Context: an optimization exercise on an open-source flow, tuned for small area, a short achievable clock period and few clock cycles per item. The choices shown serve that exercise and are no tape-out recipe. No activity file was given, so power comes from the tool's default toggle rates.

== run 1 ==
==> flow/design.v <==
module comp_mult_top #(
parameter NO_MULT   = 4     ,  
parameter APB_BADDR = 0     ,  
parameter SYS_AW    = 16    ,  
parameter REG_DW    = 16       
)(
input                    clk         ,
input                    rst_n       ,
input      [ SYS_AW-1:0] apb_paddr   ,
input                    apb_psel    ,
input                    apb_penable ,
input                    apb_pwrite  ,
input      [REG_DW -1:0] apb_pwdata  ,
output                   apb_pready  ,
output reg [REG_DW -1:0] apb_prdata  ,
output reg               apb_pslverr ,
output reg               mem_ce      ,
output reg               mem_we      ,
output reg [SYS_AW -1:0] mem_addr    ,
output reg [     8 -1:0] mem_wr_data ,
input      [     8 -1:0] mem_rd_data
);
assign apb_pready = 1'b1;
wire        setup  = apb_psel & ~apb_penable;
wire [15:0] offs   = apb_paddr - APB_BADDR;
reg         wq, rq;                       
reg  [ 2:0] aq;                           
reg         okq;                          
always @(posedge clk or negedge rst_n)
if (~rst_n)                  begin wq <= 1'b0; rq <= 1'b0; end
else                         begin wq <= setup & apb_pwrite; rq <= setup & ~apb_pwrite; end
always @(posedge clk)        begin aq <= offs[2:0]; okq <= (offs[15:3] == 13'd0); end
wire a0 = okq & (aq == 3'd0);
wire a1 = okq & (aq == 3'd1);
wire a2 = okq & (aq == 3'd2);
wire a3 = okq & (aq == 3'd3);
wire a4 = okq & (aq == 3'd4);
wire a5 = okq & (aq == 3'd5);
wire a6 = okq & (aq == 3'd6);
wire wr_op1 = wq & a0;
wire wr_op2 = wq & a1;
wire wr_res = wq & a2;
wire wr_nop = wq & a3;
wire wr_cfg = wq & a4;
wire wr_sts = wq & a5;
wire rd_sts = rq & a5;
wire rd_st6 = rq & a6;
wire valid  = (wq & okq & (aq != 3'd6) & (aq != 3'd7)) | rd_sts | rd_st6;
reg  [15:0] op1_ptr, op2_ptr, res_ptr;    
reg  [15:0] no_op;
reg         cfg0, cfg1;                   
reg  [15:0] sts_stop;
reg  [ 4:0] jc;                           
reg         rv;                           
reg         cv;                           
reg         wv2;                          
reg  [15:0] cnt;                          
wire busy = rv | cv | wv2;
wire ph0 = ~jc[4] & ~jc[0];
wire ph1 =  jc[0] & ~jc[1];
wire ph2 =  jc[1] & ~jc[2];
wire ph3 =  jc[2] & ~jc[3];
wire ph4 =  jc[3] & ~jc[4];
wire ph5 =  jc[4] &  jc[0];
wire ph6 = ~jc[0] &  jc[1];
wire ph7 = ~jc[1] &  jc[2];
wire ph8 = ~jc[2] &  jc[3];
wire ph9 = ~jc[3] &  jc[4];
wire start_req = cfg0 & ~cfg1 & (no_op != 16'd0);
wire start_go  = start_req & ~busy;
wire finish    = busy & ph1 & ~rv & ~cv;
always @(posedge clk or negedge rst_n)
if (~rst_n)        apb_pslverr <= 1'b0;
else               apb_pslverr <= (wq | rq) & ~valid;
wire [15:0] addr_inc = mem_addr + 16'd1;
wire reg_op1 = ph2 | ph3;
wire reg_op2 = ph4 | ph7;
wire reg_res = ~(reg_op1 | reg_op2);
always @(posedge clk or negedge rst_n)
if (~rst_n)                  op1_ptr <= 16'd0;
else if (wr_op1)             op1_ptr <= apb_pwdata;
else if (mem_ce & reg_op1)   op1_ptr <= addr_inc;
always @(posedge clk or negedge rst_n)
if (~rst_n)                  op2_ptr <= 16'd0;
else if (wr_op2)             op2_ptr <= apb_pwdata;
else if (mem_ce & reg_op2)   op2_ptr <= addr_inc;
always @(posedge clk or negedge rst_n)
if (~rst_n)                  res_ptr <= 16'd0;
else if (wr_res)             res_ptr <= apb_pwdata;
else if (mem_ce & reg_res)   res_ptr <= addr_inc;
always @(posedge clk or negedge rst_n)
if (~rst_n)                  no_op <= 16'd0;
else if (wr_nop)             no_op <= apb_pwdata;
always @(posedge clk or negedge rst_n)
if (~rst_n)                  begin cfg0 <= 1'b0; cfg1 <= 1'b0; end
else if (start_req)          begin cfg0 <= 1'b0; cfg1 <= 1'b0; end
else if (wr_cfg)             begin cfg0 <= apb_pwdata[0]; cfg1 <= apb_pwdata[1]; end
always @(posedge clk or negedge rst_n)
if (~rst_n)                  sts_stop <= 16'd0;
else if (wr_sts)             sts_stop <= apb_pwdata;
else if (finish)             sts_stop <= 16'd1;
always @(posedge clk or negedge rst_n)
if (~rst_n)                  apb_prdata <= 16'd0;
else if (rd_sts)             apb_prdata <= sts_stop;
else if (rd_st6)             apb_prdata <= {15'd0, busy};
always @(posedge clk or negedge rst_n)
if (~rst_n)                  jc <= 5'b00000;
else if (start_go)           jc <= 5'b00011;                  
else                         jc <= {jc[3:0], ~jc[4]};
always @(posedge clk or negedge rst_n)
if (~rst_n)                  begin rv <= 1'b0; cv <= 1'b0; wv2 <= 1'b0; end
else if (start_go)           begin rv <= 1'b1; cv <= 1'b0; wv2 <= 1'b0; end
else if (finish)             wv2 <= 1'b0;
else if (ph9) begin
                             rv  <= rv & (cnt != no_op);
                             cv  <= rv;
                             wv2 <= cv;
end
always @(posedge clk)
if (start_go)                cnt <= 16'd1;
else if (ph9)                cnt <= cnt + 16'd1;
wire nx_rd = ph1 | ph2 | ph3 | ph6;                           
wire nx_wc = ph4 | ph5 | ph7 | ph8;                           
always @(posedge clk or negedge rst_n)
if (~rst_n)                  begin mem_ce <= 1'b0; mem_we <= 1'b0; end
else if (start_go)           begin mem_ce <= 1'b1; mem_we <= 1'b0; end
else begin
    mem_ce <= (nx_rd & rv) | (nx_wc & cv) | (ph9 & cv) | (ph0 & wv2);
    mem_we <= ~nx_rd;
end
always @(posedge clk)
if (start_go | ph1 )         mem_addr <= op1_ptr;
else if (ph3 | ph6)          mem_addr <= op2_ptr;
else if (ph4 | ph7)          mem_addr <= res_ptr;
else                         mem_addr <= addr_inc;
reg  [7:0] x1, y1;            
reg  [7:0] qa, qb;            
reg        nx, ox, tx;        
reg        ny, oy, ty;        
reg  [8:0] sa, ca, sb, cb;    
reg        ka, kb;            
wire step = cv & (ph0 | ph1 | ph2 | ph3);
function [10:0] row;          
    input [7:0] m;
    input       one, two, neg;
    row = (two ? {{2{m[7]}}, m, 1'b0} : (one ? {{3{m[7]}}, m} : 11'd0)) ^ {11{neg}};
endfunction
wire [10:0] ra1 = row(x1, ox, tx,  nx);
wire [10:0] ra2 = row(y1, oy, ty, ~ny);
wire [10:0] rb1 = row(x1, oy, ty,  ny);
wire [10:0] rb2 = row(y1, ox, tx,  nx);
wire [10:0] sae = {{2{sa[8]}}, sa}, cae = {{2{ca[8]}}, ca};
wire [10:0] sbe = {{2{sb[8]}}, sb}, cbe = {{2{cb[8]}}, cb};
wire [10:0] sa1 = sae ^ cae ^ ra1;
wire [10:0] ca1 = {((sae & cae) | (sae & ra1) | (cae & ra1)), nx} ;
wire [10:0] sa2 = sa1 ^ ca1 ^ ra2;
wire [10:0] ca2 = {((sa1 & ca1) | (sa1 & ra2) | (ca1 & ra2)), ~ny};
wire [ 2:0] la  = {1'b0, sa2[1:0]} + {1'b0, ca2[1:0]} + {2'b0, ka};
wire [10:0] sb1 = sbe ^ cbe ^ rb1;
wire [10:0] cb1 = {((sbe & cbe) | (sbe & rb1) | (cbe & rb1)), ny} ;
wire [10:0] sb2 = sb1 ^ cb1 ^ rb2;
wire [10:0] cb2 = {((sb1 & cb1) | (sb1 & rb2) | (cb1 & rb2)), nx};
wire [ 2:0] lb  = {1'b0, sb2[1:0]} + {1'b0, cb2[1:0]} + {2'b0, kb};
always @(posedge clk) begin
    if (ph3 & rv)            x1 <= mem_rd_data;
    if (ph4 & rv)            y1 <= mem_rd_data;
    if (ph5 & rv) begin
                             qa <= mem_rd_data;
                             nx <= mem_rd_data[1]; ox <= mem_rd_data[0]; tx <= mem_rd_data[1] & ~mem_rd_data[0];
    end else if (step) begin
                             qa <= {la[1:0], qa[7:2]};
                             nx <= qa[3]; ox <= qa[2] ^ qa[1]; tx <= (qa[3] & ~qa[2] & ~qa[1]) | (~qa[3] & qa[2] & qa[1]);
    end
    if (ph8 & rv) begin
                             qb <= mem_rd_data;
                             ny <= mem_rd_data[1]; oy <= mem_rd_data[0]; ty <= mem_rd_data[1] & ~mem_rd_data[0];
    end else if (step) begin
                             qb <= {lb[1:0], qb[7:2]};
                             ny <= qb[3]; oy <= qb[2] ^ qb[1]; ty <= (qb[3] & ~qb[2] & ~qb[1]) | (~qb[3] & qb[2] & qb[1]);
    end
    if (step)                begin sa <= sa2[10:2]; ca <= ca2[10:2]; ka <= la[2];
                                   sb <= sb2[10:2]; cb <= cb2[10:2]; kb <= lb[2]; end
    else if (ph9)            begin sa <= 9'd0; ca <= 9'd0; ka <= 1'b0;         
                                   sb <= 9'd0; cb <= 9'd0; kb <= 1'b0; end
end
wire [7:0] xr_hi = sa[7:0] + ca[7:0] + {7'd0, ka};
wire [7:0] yr_hi = sb[7:0] + cb[7:0] + {7'd0, kb};
always @(posedge clk)
if (ph4)                     mem_wr_data <= qa;                                    
else if (ph5)                mem_wr_data <= xr_hi;                                 
else if (ph7 | ph0)          mem_wr_data <= {6'd0, mem_wr_data[7], mem_wr_data[7]};  
else if (ph8)                mem_wr_data <= qb;                                    
else if (ph9)                mem_wr_data <= yr_hi;                                 
endmodule  
make LEC_CHECK=0 CAP_MARGIN=20 CORE_MARGIN=2 CORE_UTILIZATION=40 SLEW_MARGIN=20 finish   # period 10.0 ns
run.sh (not shown) runs the stock make flow with config.mk's settings and CLKGATE_MAP_FILE= SYNTH_SCRIPT=/design/flow/synth_recipe.tcl, a recipe that flattens the netlist after the stock synthesis.
Run 1: PASS, flow complete, no timing, DRC or antenna violations
diff inputs: run 1 => run 2
- ABC_AREA newly set to 1
==> flow/flow/run.sh (new file) <==
#!/bin/bash
# Standard layout, with the port buffers made of sky130_fd_sc_hd__buf_2 and a larger setup repair margin.
set -euo pipefail
export BUFFER_PORTS_ARGS="-buffer_cell sky130_fd_sc_hd__buf_2"
export SETUP_SLACK_MARGIN=6.7
bash standard.sh > standard_flow.log 2>&1
==> flow/standard.sh (new file) <==
#!/bin/bash
# synth_recipe.tcl (not shown) runs the flow's synth.tcl, then flattens the netlist and writes it again
# the make line also repeats each setting of config.mk as NAME=value (left out here)
make -C /OpenROAD-flow-scripts/flow DESIGN_CONFIG=/design/flow/config.mk WORK_HOME=/design/flow/orfs CLKGATE_MAP_FILE= SYNTH_SCRIPT=/design/flow/synth_recipe.tcl "${@:-finish}"
removed: flow/run.sh
==> comparison <==
Row summed instance area of the synthesized netlist: run 2 higher / run 1 lower
Run 1 -> run 2: non-clock buffer count decreased by a few percent
Compared to run 1, run 2 has total power consumption of the routed design 0.49% higher.
From run 1 to run 2 the numbers moved as follows: fraction of synthesized area in multiplexers lower, fraction of the cycle the final worst path needs shows a reduction of 8.2 points.
Full die area: run 1 and run 2 compared, higher one is run 2
Input-level comparison between run 3 and run 2:
==> flow/flow/run.sh <==
#!/bin/bash
# Standard layout, with the port buffers made of sky130_fd_sc_hd__buf_4 instead of the resizer's default choice.
set -euo pipefail
export BUFFER_PORTS_ARGS="-buffer_cell sky130_fd_sc_hd__buf_4"
bash standard.sh > standard_flow.log 2>&1
### Flow results
- Diff run 2..run 3 | count of inverters not on the clock network in the layout | negligible
- In the flow results for run 2 and run 3, the register-to-register slack is smaller on run 3.
- | total of clock buffers placed in the layout | higher: run 3 |
- Of run 2 and run 3, the higher design area belongs to run 3.
- When the final numbers for run 2 and run 3 were put side by side, the sequential share of layout area turned out to be smaller in run 3.
- Diff run 3..run 2 | die area | unchanged
- The final worst hold slack of run 3 was inferior to that of run 2.
- Run 3 ends up with lower total power than run 2 does.
- The end-of-flow core utilization reported for run 3 is greater than that of run 2 by 0.20 points.
- Library cell contributing the largest single delay on the critical path: sky130_fd_sc_hd__dfrtp_1 -> run 2, sky130_fd_sc_hd__edfxtp_1 -> run 3
- Diff run 2..run 3 | mapped cell area | negligible
- The final reports for run 3 and run 2 show switching power lower in the former.
No functional check of the RTL was part of any run of this note.

## what the ideal ports hide
The results above use ideal ports. As a check the final layouts listed here were re-extracted and re-timed, cells and wires unchanged. Step 1: set_driving_cell puts a clkbuf_16 on clk and a buf_2 on each other input, an assumption about the parent block. Step 2 also shifts input and output timing later by t, the mid clock arrival at the registers, as if the neighbouring blocks saw the same clock. Slacks: ideal ports / drivers / drivers and shift; pairs: ideal ports / drivers.
run	shift t [ns]	slack for setup (ns)	latest minus earliest clock arrival (ns)	slew at the worst register clock pin (ns)	worst data-port slew with drivers (ns)
run 1	0.581	5.921 / 5.921 / 5.921	0.010 / 0.011	0.06 / 0.06	0.04
run 2	0.594	6.742 / 6.690 / 6.701	0.040 / 0.040	0.06 / 0.06	0.05
run 3	0.595	6.525 / 6.525 / 6.525	0.028 / 0.028	0.06 / 0.06	0.06
After both steps setup and hold are still met in every run listed. The setup slack of run 2, which loses most, moves by -0.052 ns with the drivers and by -0.041 ns with both steps. Setup slack includes reset recovery checks.
